Background: an optimization exercise with open tools, aiming at small area. Do not read the settings as production practice.
The RTL was checked by simulation tests, not by an equivalence proof against the original design.
Power and IR drop assume default switching activity.

==> run a: inputs <==
Design NV_soDLA_CACC_calculator_gate, start of the top module:
module NV_soDLA_CACC_calculator_gate(
  input           io_nvdla_core_clk,
  input           io_nvdla_core_rstn,
  input  [1087:0] io_abuf_rd_data,
  output          io_abuf_wr_addr_valid,
  output [5:0]    io_abuf_wr_addr_bits,
  output [1087:0] io_abuf_wr_data,
  output          io_dlv_valid,
  output          io_dlv_mask,
  output [1023:0] io_dlv_data,
  output [1:0]    io_dlv_pd,
  input           io_accu_ctrl_valid,
  input  [12:0]   io_accu_ctrl_pd,
  input           io_accu_ctrl_ram_valid,
  input  [4:0]    io_cfg_truncate,
  input  [21:0]   io_mac_a2accu_data_0,
  input  [21:0]   io_mac_a2accu_data_1,
  input  [21:0]   io_mac_a2accu_data_2,
  input  [21:0]   io_mac_a2accu_data_3,
  input  [21:0]   io_mac_a2accu_data_4,
  input  [21:0]   io_mac_a2accu_data_5,
  input  [21:0]   io_mac_a2accu_data_6,
  input  [21:0]   io_mac_a2accu_data_7,
  input  [21:0]   io_mac_a2accu_data_8,
  input  [21:0]   io_mac_a2accu_data_9,
  input  [21:0]   io_mac_a2accu_data_10,
  input  [21:0]   io_mac_a2accu_data_11,
  input  [21:0]   io_mac_a2accu_data_12,
  input  [21:0]   io_mac_a2accu_data_13,
  input  [21:0]   io_mac_a2accu_data_14,
  input  [21:0]   io_mac_a2accu_data_15,
  input  [15:0]   io_mac_a2accu_mask,
  input           io_mac_a2accu_pvld,
  input  [21:0]   io_mac_b2accu_data_0,
  input  [21:0]   io_mac_b2accu_data_1,
  input  [21:0]   io_mac_b2accu_data_2,
  input  [21:0]   io_mac_b2accu_data_3,
  input  [21:0]   io_mac_b2accu_data_4,
  input  [21:0]   io_mac_b2accu_data_5,
  input  [21:0]   io_mac_b2accu_data_6,
  input  [21:0]   io_mac_b2accu_data_7,
  input  [21:0]   io_mac_b2accu_data_8,
  ...
export LEC_CHECK = 0
export ABC_AREA = 1
export CAP_MARGIN = 20
export CORE_AREA = 4 4 1196 1196
export DIE_AREA = 0 0 1200 1200
export PLACE_DENSITY = 0.45
export SLEW_MARGIN = 20
create_clock -name core_clock -period 10.0 [get_ports {io_nvdla_core_clk}]
standard.sh (not shown) runs the stock make flow with config.mk's settings and CLKGATE_MAP_FILE= SYNTH_SCRIPT=/design/flow/synth_recipe.tcl, a recipe that flattens the netlist after the stock synthesis.
==> flow/flow/run.sh <==
#!/bin/bash
# The standard layout with these changes:
#  - synthesis maps with an area-oriented ABC script (flow/abc_area.script,
#    ABC's &nf mapper) in place of ORFS's, and skips the generic ABC pass
#    inside Yosys's synth (SYNTH_ARGS=-noabc) so that the adders written as
#    full and half adders map to those cells without extra inverters;
#    everything else is the standard synthesis, so the registers are
#    the same;
#  - floorplanning removes synthesis buffers instead of upsizing gates for
#    timing before placement (REMOVE_ABC_BUFFERS=1);
#  - the ports are buffered with the smallest buffer, buf_1;
#  - clock tree synthesis uses the arguments in flow/cts_args.txt (no dummy
#    loads, smaller clusters of a smaller buffer);
#  - before pin placement, flow/pins.tcl keeps each lane's ports together on
#    one stretch of the die edge, so that each lane sits next to its ports.
# Each step's full output goes to a log file in this folder.
set -o pipefail
here=$(pwd)
rm -rf scripts_nf
cp -r "$FLOW_HOME/scripts" scripts_nf
cp flow/abc_area.script scripts_nf/abc_area.script
SCRIPTS_DIR=$here/scripts_nf SYNTH_ARGS=-noabc bash standard.sh synth > synth.log 2>&1 || exit 1
rm -rf scripts_nf
export REMOVE_ABC_BUFFERS=1
# more rounds of antenna repair after detailed routing (the default 5 can
# leave a few violations)
export MAX_REPAIR_ANTENNAS_ITER_DRT=15
export BUFFER_PORTS_ARGS="-buffer_cell sky130_fd_sc_hd__buf_1"
if [ -f flow/cts_args.txt ]; then export CTS_ARGS="$(cat flow/cts_args.txt)"; fi
export PRE_IO_PLACEMENT_TCL=$here/flow/pins.tcl
bash standard.sh > layout.log 2>&1
Other scripts of this flow, unchanged in this note and not shown: flow/flow/abc_area.script, flow/flow/cts_args.txt, flow/flow/pins.tcl
==> run b (differences from run a) <==
--- a/flow/design.v
+++ b/flow/design.v
@@ -4,61 +4,61 @@
   input  [33:0] op,
   input         mask,
   input         rv,
   input         f0,      
   input         f1,
   input         f2,
   input  [4:0]  ts,      
-  input  [4:0]  tsn,     
   input  [29:0] smask,   
   output reg    ns,      
   output [33:0] res      
 );
   genvar i;
   wire [33:0] b = op & {34{rv}};
-  wire [10:0] sa;
-  wire [11:0] ca;
+  wire [13:0] sa;
+  wire [14:0] ca;
   assign ca[0] = 1'b0;
-  generate for (i = 0; i < 11; i = i + 1) begin : g_a
+  generate for (i = 0; i < 14; i = i + 1) begin : g_a
     assign sa[i] = data[i] ^ b[i] ^ ca[i];
     assign ca[i+1] = (data[i] & b[i]) | (ca[i] & (data[i] ^ b[i]));
   end endgenerate
-  wire [10:0] sb;
-  wire [11:0] cb;
+  wire [7:0] sb;
+  wire [8:0] cb;
   assign cb[0] = 1'b0;
-  generate for (i = 0; i < 11; i = i + 1) begin : g_b
-    assign sb[i] = data[11+i] ^ b[11+i] ^ cb[i];
-    assign cb[i+1] = (data[11+i] & b[11+i]) | (cb[i] & (data[11+i] ^ b[11+i]));
+  generate for (i = 0; i < 8; i = i + 1) begin : g_b
+    assign sb[i] = data[14+i] ^ b[14+i] ^ cb[i];
+    assign cb[i+1] = (data[14+i] & b[14+i]) | (cb[i] & (data[14+i] ^ b[14+i]));
   end endgenerate
   wire [12:0] u = {b[33], b[33:22]};
   wire [12:0] sc;
   wire [13:0] zc;    
   assign zc[0] = 1'b1;
   generate for (i = 0; i < 13; i = i + 1) begin : g_c
     assign sc[i] = u[i] ^ (data[21] & zc[i]);
     assign zc[i+1] = zc[i] & ~u[i];
   end endgenerate
-  reg [10:0] r_sa, r_sb;
+  reg [13:0] r_sa;
+  reg [7:0]  r_sb;
   reg        r_ca, r_cb, r_m;
   reg [12:0] r_sc;
   always @(posedge clk) begin
-    r_sa <= sa; r_ca <= ca[11];
-    r_sb <= sb; r_cb <= cb[11];
+    r_sa <= sa; r_ca <= ca[14];
+    r_sb <= sb; r_cb <= cb[8];
     r_sc <= sc; r_m <= mask;
   end
-  wire [10:0] mb;
-  wire [11:0] cm;
+  wire [7:0] mb;
+  wire [8:0] cm;
   assign cm[0] = r_ca;
-  generate for (i = 0; i < 11; i = i + 1) begin : g_mb
+  generate for (i = 0; i < 8; i = i + 1) begin : g_mb
     assign mb[i] = r_sb[i] ^ cm[i];
     assign cm[i+1] = r_sb[i] & cm[i];
   end endgenerate
   wire [12:0] mc;
   wire [13:0] cu;
-  assign cu[0] = r_cb | cm[11];
+  assign cu[0] = r_cb | cm[8];
   generate for (i = 0; i < 13; i = i + 1) begin : g_mc
     assign mc[i] = r_sc[i] ^ cu[i];
     assign cu[i+1] = r_sc[i] & cu[i];
   end endgenerate
   wire [34:0] sum = {mc, mb, r_sa};
   wire        sign = sum[34];
   wire        ovf = sum[34] ^ sum[33];
@@ -86,21 +86,19 @@
     ns <= ns1;
     sp <= sp1;
   end
   wire [33:0] s = ~sn;
   wire        sg = s[33];
   wire [34:0] l0 = {sn, 1'b1};
   wire [34:0] l1, l2, l3, l4, l5;
-  generate for (i = 0; i < 35; i = i + 1) begin : g_sh
-    assign l1[i] = ~(((i + 1  < 35 ? l0[(i + 1)  % 35] : ~sg) | tsn[0]) & (l0[i] | ts[0]));
-    assign l2[i] = ~(((i + 2  < 35 ? l1[(i + 2)  % 35] :  sg) | tsn[1]) & (l1[i] | ts[1]));
-    assign l3[i] = ~(((i + 4  < 35 ? l2[(i + 4)  % 35] : ~sg) | tsn[2]) & (l2[i] | ts[2]));
-    assign l4[i] = ~(((i + 8  < 35 ? l3[(i + 8)  % 35] :  sg) | tsn[3]) & (l3[i] | ts[3]));
-    assign l5[i] = ~(((i + 16 < 35 ? l4[(i + 16) % 35] : ~sg) | tsn[4]) & (l4[i] | ts[4]));
-  end endgenerate
+  cacc_shift_level #(.K(1))  u_l1 (.x(l0), .fill(~sg), .s(ts[0]), .y(l1));
+  cacc_shift_level #(.K(2))  u_l2 (.x(l1), .fill(sg),  .s(ts[1]), .y(l2));
+  cacc_shift_level #(.K(4))  u_l3 (.x(l2), .fill(~sg), .s(ts[2]), .y(l3));
+  cacc_shift_level #(.K(8))  u_l4 (.x(l3), .fill(sg),  .s(ts[3]), .y(l4));
+  cacc_shift_level #(.K(16)) u_l5 (.x(l4), .fill(~sg), .s(ts[4]), .y(l5));
   wire [34:0] z = l5;
   wire        guide = z[0];
   wire        point5 = guide & sp;
   wire [31:0] sft = z[32:1];
   wire [32:0] ci;
   wire [31:0] fin;
   assign ci[0] = point5;
@@ -111,14 +109,23 @@
     else
       assign ci[i+1] = sft[i] & ci[i];
   end endgenerate
   reg  [33:0] r3;
   always @(posedge clk) r3 <= {s[33:32], fin};
   assign res = r3;
 endmodule
+module cacc_shift_level #(parameter K = 1) (
+  input  [34:0] x,
+  input         fill,
+  input         s,
+  output [34:0] y
+);
+  wire [69:0] xe = {{35{fill}}, x};
+  assign y = ~(s ? xe[K +: 35] : x);
+endmodule
 module cacc_popcount32(input [31:0] x, output [5:0] y);
   wire t1, t2, t3, t4, t5, t6, t7, t8, t9, t10, t11, t12, t13, t14, t15, t16, t17, t18, t19, t20, t21, t22, t23, t24, t25, t26, t27, t28, t29, t30, t31, t32, t33, t34, t35, t36, t37, t38, t39, t40, t41, t42, t43, t44, t45, t46, t47, t48, t49, t50, t51, t52, t53, t54, t55, t56, t57, t58, t59, t60, t61, t62;
   assign t1 = x[0] ^ x[1] ^ x[2];
   assign t2 = (x[0] & x[1]) | (x[2] & (x[0] ^ x[1]));
   assign t3 = x[3] ^ x[4] ^ x[5];
   assign t4 = (x[3] & x[4]) | (x[5] & (x[3] ^ x[4]));
   assign t5 = x[6] ^ x[7] ^ x[8];
@@ -281,20 +288,16 @@
     end
   end
   assign io_abuf_wr_addr_valid = wr3;
   assign io_abuf_wr_addr_bits = addr3;
   assign io_dlv_valid = dl3;
   assign io_dlv_mask = dl3;
   assign io_dlv_pd = pe3;
-  wire [4:0] t1 = dl1 ? io_cfg_truncate : 5'h0;
-  reg  [4:0] ts, tsn;
-  always @(posedge clk) begin
-    ts <= t1;
-    tsn <= ~t1;
-  end
+  reg  [4:0] ts;
+  always @(posedge clk) ts <= dl1 ? io_cfg_truncate : 5'h0;
   wire [4:0] t = ts;
   wire f0 = dl1 & (io_cfg_truncate == 5'd0);
   wire f1 = dl1 & (io_cfg_truncate == 5'd1);
   wire f2 = dl1 & (io_cfg_truncate == 5'd2);
   wire [29:0] smask;
   genvar j;
   generate
@@ -309,15 +312,15 @@
   wire [31:0]  lns;
   genvar k;
   generate
     for (k = 0; k < 32; k = k + 1) begin : g_lane
       wire [33:0] res;
       cacc_lane u (
         .clk(clk), .data(ldata[22*k +: 22]), .op(io_abuf_rd_data[34*k +: 34]),
-        .mask(lmask[k]), .rv(io_accu_ctrl_ram_valid), .ts(ts), .tsn(tsn), .smask(smask),
+        .mask(lmask[k]), .rv(io_accu_ctrl_ram_valid), .ts(ts), .smask(smask),
         .f0(f0), .f1(f1), .f2(f2), .ns(lns[k]), .res(res));
       assign io_abuf_wr_data[34*k +: 34] = res;
       assign io_dlv_data[32*k +: 32] = res[31:0];
     end
   endgenerate
   wire [5:0] n2;
   cacc_popcount32 u_pc (.x(lns), .y(n2));
==> flow/flow/run.sh (replaced) <==
#!/bin/bash
# The standard layout with these changes:
#  - synthesis reads flow/shift_cells.v in place of the RTL module
#    cacc_shift_level: the same function, each bit one o22ai cell, so that
#    each shifter level maps to that cell (ABC alone maps it to larger
#    muxes);
#  - synthesis maps with an area-oriented ABC script (flow/abc_area.script,
#    ABC's &nf mapper) in place of ORFS's, and skips the generic ABC pass
#    inside Yosys's synth (SYNTH_ARGS=-noabc) so that the adders written as
#    full and half adders map to those cells without extra inverters;
#    everything else is the standard synthesis, so the registers are
#    the same;
#  - floorplanning removes synthesis buffers instead of upsizing gates for
#    timing before placement (REMOVE_ABC_BUFFERS=1);
#  - the ports are buffered with the smallest buffer, buf_1;
#  - clock tree synthesis uses the arguments in flow/cts_args.txt (no dummy
#    loads, smaller clusters of a smaller buffer);
#  - before pin placement, flow/pins.tcl keeps each lane's ports together on
#    one stretch of the die edge, so that each lane sits next to its ports;
#  - after global routing, flow/grt_post.tcl repairs antennas once more with
#    a margin, to save rounds of antenna repair after detailed routing.
# Each step's full output goes to a log file in this folder.
set -o pipefail
here=$(pwd)
rm -rf scripts_nf
cp -r "$FLOW_HOME/scripts" scripts_nf
cp flow/abc_area.script scripts_nf/abc_area.script
# the design for synthesis: design.v with the shifter level in cells
awk '/^module cacc_shift_level/{skip=1} !skip{print} skip&&/^endmodule/{skip=0}' design.v > design_synth.v
cat flow/shift_cells.v >> design_synth.v
if [ "$(grep -c '^module cacc_shift_level' design_synth.v)" != 1 ] || grep -q 'xe\[K' design_synth.v; then
  echo "run.sh: could not replace cacc_shift_level" >&2; exit 1
fi
sed "s|^export VERILOG_FILES = .*|export VERILOG_FILES = $here/design_synth.v|" config.mk > config_synth.mk
sed "s|DESIGN_CONFIG=[^ ]*|DESIGN_CONFIG=$here/config_synth.mk|" standard.sh > standard_synth.sh
grep -q "DESIGN_CONFIG=$here/config_synth.mk" standard_synth.sh || { echo "run.sh: could not point synthesis at config_synth.mk" >&2; exit 1; }
SCRIPTS_DIR=$here/scripts_nf SYNTH_ARGS=-noabc bash standard_synth.sh synth > synth.log 2>&1 || exit 1
rm -rf scripts_nf
export REMOVE_ABC_BUFFERS=1
# more rounds of antenna repair after detailed routing (the default 5 can
# leave a few violations)
export MAX_REPAIR_ANTENNAS_ITER_DRT=15
export BUFFER_PORTS_ARGS="-buffer_cell sky130_fd_sc_hd__buf_1"
if [ -f flow/cts_args.txt ]; then export CTS_ARGS="$(cat flow/cts_args.txt)"; fi
export PRE_IO_PLACEMENT_TCL=$here/flow/pins.tcl
export POST_GLOBAL_ROUTE_TCL=$here/flow/grt_post.tcl
bash standard.sh > layout.log 2>&1
==> flow/flow/grt_post.tcl (new file) <==
# After global routing: repair antennas again with a margin on the ratios,
# so that fewer violations are left for the rounds after detailed routing,
# each of which reroutes the whole design; then rewrite the route guides
# for the detailed router.
repair_antennas -ratio_margin 30 -iterations 5
write_guides $::env(RESULTS_DIR)/route.guide
==> flow/flow/shift_cells.v (new file) <==
// Cell-level form of the lanes' shifter level, read by synthesis in place of
// the RTL module of the same name: y = ~(s ? x >> K : x), each bit one
// sky130 o22ai, ~((a | ~s) & (b | s)), with one inverter making ~s.
module cacc_shift_level #(parameter K = 1) (
  input  [34:0] x,
  input         fill,
  input         s,
  output [34:0] y
);
  wire sn;
  sky130_fd_sc_hd__inv_1 u_sn (.A(s), .Y(sn));
  genvar i;
  generate for (i = 0; i < 35; i = i + 1) begin : g
    sky130_fd_sc_hd__o22ai_1 u (
      .A1(i + K < 35 ? x[(i + K) % 35] : fill), .A2(sn),
      .B1(x[i]), .B2(s), .Y(y[i]));
  end endgenerate
endmodule
PLACE_DENSITY = 0.6   (was 0.45)
==> notes.md <==
                                                                                run b         run a
Result of the run                                            timing/DRC/antenna clean  timing/DRC/antenna clean
Count of unique library cells instantiated by Yosys                                44            47
Sequential share of the synthesized area                                        39.4%         39.2%
Vias                                                                             170k          170k
Weighted congestion reported at the end of routability-driven placement         0.923         0.871
Area share of buffers outside the clock network                                 8.12%         8.65%
Delay contributed by the slowest stage of the critical path                   0.56 ns       0.68 ns
Power density over cell area                                              167 nW/um^2   165 nW/um^2
Met2 track demand over resource in global routing                               15.7%         19.2%
Number of multi-input combinational cells                                       13.1k         13.5k
Post-DP HPWL                                                               619,000 um    719,000 um
Final routed wirelength across all metal layers                            771,000 um    885,000 um
Total length of routed met2 wires                                          346,000 um    417,000 um
Clock network power consumption                                               8.27 mW       8.76 mW
Sequential cell area in the final layout                                 70,900 sq um  71,100 sq um
Timing endpoint of the critical path                                     sat_count[1]  sat_count[5]
Standby leakage power                                                         80.0 nW       82.3 nW
Drt first pass iters                                                               13             7
Logic inverters                                                                   276           134
Clock net sink count                                                            3,543         3,548
Reg2Reg Capture Point                                                    sat_count[1]  sat_count[5]
Number of CTS-inserted buffers                                                    369           397
Filler-free cell count of the finished design                                   40.7k         41.1k

-- static timing again, ports no longer ideal --
The results above use ideal ports. As a check the final layouts listed here were re-extracted and re-timed, cells and wires unchanged.
Step 1 sets driving cells, clkbuf_16 on the clock port and buf_2 on the other inputs (assumed; they add their load-dependent delay and slew).
Step 2 times the ports against the registers' clock, not the clock port: input delays grow and output delays shrink by t, the midpoint of the rising clock arrivals with the driver on.
Slacks: ideal ports / drivers / drivers and shift; pairs: ideal ports / drivers.
run | shift t [ns] | setup slack, ns | cell pins on the clock port's net
run a | 1.290 | 1.252 / 1.252 / 1.252 | 1
run b | 1.256 | 1.740 / 1.740 / 0.767 | 1
After both steps setup and hold are still met in every run listed. The setup slack of run b, which loses most, moves by 0.000 ns with the drivers and by -0.973 ns with both steps.
